Source: an optimization exercise on an open RTL-to-GDS flow (aim: small area, a short achievable clock period and few clock cycles per item). Production flows keep margins and buffers that such runs may drop.
Function was checked by simulation only, so behaviour that the tests miss may differ from the original.
Power and IR drop assume default switching activity.

== harbor ==
// mmult
module mmult(
    input clk,
    input reset_n,
    input enable,
    input [0:9*8-1] A_mat,
    input [0:9*8-1] B_mat,
    output valid,
    output reg [0:9*17-1] C_mat
);
==> flow/config.mk <==
export PLATFORM = sky130hd
export DESIGN_NAME = mmult
export DESIGN_NICKNAME = mmult
export VERILOG_FILES = /design/flow/design.v
export SDC_FILE = /design/flow/constraint.sdc
export NUM_CORES = 4
export LEC_CHECK = 0
export CAP_MARGIN = 20
export CORE_MARGIN = 2
export CORE_UTILIZATION = 40
export SLEW_MARGIN = 20
==> flow/constraint.sdc <==
create_clock -name core_clock -period 11.0 [get_ports {clk}]
set_input_delay 2.2000 -clock core_clock [delete_from_list [all_inputs] [get_ports {clk}]]
set_output_delay 2.2000 -clock core_clock [all_outputs]
set_load 0.01 [all_outputs]
standard.sh (not shown) runs the stock make flow with config.mk's settings and CLKGATE_MAP_FILE= SYNTH_SCRIPT=/design/flow/synth_recipe.tcl, a recipe that flattens the netlist after the stock synthesis.
==> flow/flow/run.sh <==
#!/bin/bash
# Standard layout, with these changes: Yosys's "abc -fast" pre-pass is skipped
# (so the full adders extract with clean polarity), the port buffers are the
# smallest plain buffer instead of the delay buffer buffer_ports picks, and
# timing repair aims for 6.0 ns of setup slack instead of 0.
export SYNTH_ARGS=-noabc
export BUFFER_PORTS_ARGS="-buffer_cell sky130_fd_sc_hd__buf_1"
export SETUP_SLACK_MARGIN=6.0
bash standard.sh > standard.log 2>&1
harbor: PASS, flow complete, no timing, DRC or antenna violations
Testbench counts of harbor, summed over its fixed seeds: cycles 2,048, items 512.
For garnet, these inputs were changed with respect to harbor:
--- a/flow/flow/run.sh
+++ b/flow/flow/run.sh
@@ -5 +5 @@
-# timing repair aims for 6.0 ns of setup slack instead of 0.
+# timing repair aims for 6.6 ns of setup slack instead of 0.
@@ -8 +8 @@
-export SETUP_SLACK_MARGIN=6.0
+export SETUP_SLACK_MARGIN=6.6
--- outcome ---
Looking at start point of the critical path, the A[4] result is from harbor; the B[2] one comes from garnet. Diff harbor..garnet | total cell area at the placement stage | unchanged. Logic depth of the worst register-to-register path for garnet is higher than for harbor. garnet: utilization 0.40 points above harbor. Multiplexer fraction of the synthesized cell area: garnet vs harbor identical. The highest-delay cell along the critical path comes out dfxtp_1 in one run and fa_1 in the other, namely in harbor and garnet respectively. Taking harbor as the reference, in garnet number of multi-input combinational cells saw little to no change; half-perimeter wire length after placement did not really move. Delta (garnet minus harbor): global-route track usage on met2 held steady; multi-input gate share of total cell area shrank by 0.30 points; routed wire length grew by about 1%; power grew by 0.00010 W.
> inputs changed (garnet -> maple)
--- a/flow/config.mk
+++ b/flow/config.mk
@@ -10,0 +11,2 @@
+export CTS_CLUSTER_DIAMETER = 150
+export CTS_CLUSTER_SIZE = 20
Against garnet as the reference, maple delivers a higher post-layout minimum cycle time.
maple and garnet ended up with nearly the same count of cell instances traversed by the critical path.
[maple] met2 global-route usage fell 0.17 points relative to garnet
Diff maple..garnet | share of synthesized flip-flops with an asynchronous set or reset | unchanged
The inputs of zinc differ from those of maple as listed below.
--- a/flow/flow/run.sh
+++ b/flow/flow/run.sh
@@ -5 +5 @@
-# timing repair aims for 6.6 ns of setup slack instead of 0.
+# timing repair aims for 6.5 ns of setup slack instead of 0.
@@ -8 +8 @@
-export SETUP_SLACK_MARGIN=6.6
+export SETUP_SLACK_MARGIN=6.5
--- a/flow/config.mk
+++ b/flow/config.mk
@@ -10,3 +10 @@
-export CORE_UTILIZATION = 40
-export CTS_CLUSTER_DIAMETER = 150
-export CTS_CLUSTER_SIZE = 20
+export CORE_UTILIZATION = 60
Findings:
Looking at maple and zinc, the insertion delay of the later-clocked pin in the worst-skew pair is a wash.
zinc vs maple, number of clock buffers in the layout went up by about 90%.
Register-to-register slack, maple and zinc, higher one = maple.
Between maple and zinc, the clock tree cell share of total cell area is higher for zinc.
Comparing maple and zinc, number of standard-cell rows in the floorplan is lower on zinc.
Changes observed in zinc relative to maple: combinational power shrank by about 0.7%; non-clock buffer count down 12.


v50:
Starting RTL as in the previous note.
==> flow/config.mk <==
export PLATFORM = sky130hd
export DESIGN_NAME = mmult
export DESIGN_NICKNAME = mmult
export VERILOG_FILES = /design/flow/design.v
export SDC_FILE = /design/flow/constraint.sdc
export NUM_CORES = 4
export LEC_CHECK = 0
export CAP_MARGIN = 20
export CORE_MARGIN = 2
export CORE_UTILIZATION = 40
export SLEW_MARGIN = 20
==> flow/constraint.sdc <==
create_clock -name core_clock -period 11.0 [get_ports {clk}]
set_input_delay 2.2000 -clock core_clock [delete_from_list [all_inputs] [get_ports {clk}]]
set_output_delay 2.2000 -clock core_clock [all_outputs]
set_load 0.01 [all_outputs]
==> flow/flow/run.sh <==
#!/bin/bash
# Standard layout, with these changes: Yosys's "abc -fast" pre-pass is skipped
# (so the full adders extract with clean polarity), the port buffers are the
# smallest plain buffer instead of the delay buffer buffer_ports picks, and
# timing repair aims for 7.0 ns of setup slack instead of 0.
export SYNTH_ARGS=-noabc
export BUFFER_PORTS_ARGS="-buffer_cell sky130_fd_sc_hd__buf_1"
export SETUP_SLACK_MARGIN=7.0
bash standard.sh > standard.log 2>&1
Testbench counts of v50, summed over its fixed seeds: cycles 2,048, items 512.
#### Input delta (v48 over v50)
--- a/flow/flow/run.sh
+++ b/flow/flow/run.sh
@@ -4,6 +4,8 @@
 # smallest plain buffer instead of the delay buffer buffer_ports picks, and
-# timing repair aims for 7.0 ns of setup slack instead of 0.
+# timing repair aims for 7.5 ns of setup slack instead of 0,
+# using only gate sizing and pin swaps.
 export SYNTH_ARGS=-noabc
 export BUFFER_PORTS_ARGS="-buffer_cell sky130_fd_sc_hd__buf_1"
-export SETUP_SLACK_MARGIN=7.0
+export SETUP_SLACK_MARGIN=7.5
+export SETUP_MOVE_SEQUENCE=unbuffer,sizeup,swap
 bash standard.sh > standard.log 2>&1
Compared with v50, sum of routed wire segments on met1 in v48 decreased by a little under 10%. v48 vs v50, destination of the critical timing path: C_mat[85] vs C_mat[69]. Against v50, v48 comes in 2.0% higher on final weighted congestion in routability-driven placement. Diff v50 -> v48: total non-filler cell area in the finished layout shrank by 1.6%, worst clock skew on the final layout grew by 0.016 ns, minimum hold slack shrank by 0.0034 ns, placement-stage worst setup slack shrank by 0.35 ns. | placed instance area | v48 vs v50 | about 2.7% higher |.
### v48 -> v54
==> flow/run.sh (new file) <==
#!/bin/bash
# synth_recipe.tcl (not shown) runs the flow's synth.tcl, then flattens the netlist and writes it again
# the make line also repeats each setting of config.mk as NAME=value (left out here)
make -C /OpenROAD-flow-scripts/flow DESIGN_CONFIG=/design/flow/config.mk WORK_HOME=/design/flow/orfs CLKGATE_MAP_FILE= SYNTH_SCRIPT=/design/flow/synth_recipe.tcl finish
removed: flow/flow/run.sh
removed: flow/standard.sh
### Flow results
Delta (v54 minus v48): via count of the first global-routing pass moved down; register-to-register slack moved down; final antenna diode count moved down.
Against v48, layout clock buffer count in v54 rose by more than 10%.
The non-clock buffer count of v54 exceeds that of v48 by about 3.8%.
Looking only at relative contribution of the clock network to total power, and setting everything else aside, the higher value of v54 and v48 goes to v54.
v54 vs v48, met3 usage in global routing went down by 0.71 points.
Relative to v54, the following input files were edited for v24:
==> flow/flow/run.sh (new file) <==
#!/bin/bash
# Standard layout, with two changes: Yosys's "abc -fast" pre-pass is skipped
# (so the full adders extract with clean polarity) and the port buffers are
# the smallest plain buffer instead of the delay buffer buffer_ports picks.
cp standard.sh standard_sh.txt
cp config.mk config_mk.txt
export SYNTH_ARGS=-noabc
export BUFFER_PORTS_ARGS="-buffer_cell sky130_fd_sc_hd__buf_1"
bash standard.sh > standard.log 2>&1
==> flow/standard.sh (new file) <==
#!/bin/bash
# synth_recipe.tcl (not shown) runs the flow's synth.tcl, then flattens the netlist and writes it again
# the make line also repeats each setting of config.mk as NAME=value (left out here)
make -C /OpenROAD-flow-scripts/flow DESIGN_CONFIG=/design/flow/config.mk WORK_HOME=/design/flow/orfs CLKGATE_MAP_FILE= SYNTH_SCRIPT=/design/flow/synth_recipe.tcl "${@:-finish}"
removed: flow/run.sh
==> comparison <==
- In v24, the number of instances in the placed design came out 521 below the value in v54.
- Non-clock buffer count grows by a few percent when moving from v54 to v24.
- v24 vs. v54: die span in x -6.1 um, global-route usage climbed 0.91 points, total length of routed wires ~0 delta.
- v54 -> v24: number of vias per cell after detailed routing increased by a few percent
- Between v54 and v24, final cycle utilization of the critical path decreased.
- In v24, the switching share of power came out 1.6 points above the value in v54.
- Diff v54..v24 | buffer depth of the longest clock path | unchanged

## re-timing with driven ports
No port has a modelled driver above. Below, the same layouts with a new extraction and two added sets of constraints. Step 1 (the two cells are an assumption about what drives the block):
set clk [get_ports {clk}]
set_driving_cell -lib_cell sky130_fd_sc_hd__clkbuf_16 $clk
set_driving_cell -lib_cell sky130_fd_sc_hd__buf_2 [delete_from_list [all_inputs] $clk]
Step 2, shift: input delay + t, output delay - t, t = (earliest + latest rising clock arrival at the registers) / 2. This alone moves slack from input paths to output paths. Three values: ideal, step 1, step 2; two values: the first two.
| run | shift t [ns] | setup WS [ns] | hold WS [ns] | worst setup path at the end | worst register clock-pin slew, ns |
|---|---|---|---|---|---|
| harbor | 0.642 | 6.270 / 6.270 / 5.994 | 0.400 / 0.400 / 0.400 | input to register | 0.07 / 0.07 |
| garnet | 0.641 | 6.753 / 6.753 / 6.264 | 0.397 / 0.397 / 0.397 | input to register | 0.06 / 0.06 |
| maple | 0.617 | 6.727 / 6.727 / 6.266 | 0.393 / 0.393 / 0.393 | input to register | 0.11 / 0.11 |
| zinc | 0.624 | 6.674 / 6.674 / 6.248 | 0.412 / 0.412 / 0.412 | input to register | 0.06 / 0.06 |
| v50 | 0.624 | 6.923 / 6.923 / 6.511 | 0.402 / 0.402 / 0.402 | input to register | 0.07 / 0.07 |
| v48 | 0.653 | 6.861 / 6.861 / 6.766 | 0.399 / 0.399 / 0.399 | input to register | 0.06 / 0.06 |
| v54 | 0.641 | 5.856 / 5.856 / 5.811 | 0.411 / 0.411 / 0.411 | input to register | 0.06 / 0.06 |
| v24 | 0.641 | 6.092 / 6.092 / 6.015 | 0.403 / 0.403 / 0.403 | input to register | 0.07 / 0.07 |
After both steps every run listed still meets setup and hold. The setup slack of garnet, which loses most, moves by 0.000 ns with the drivers and by -0.489 ns with both steps.
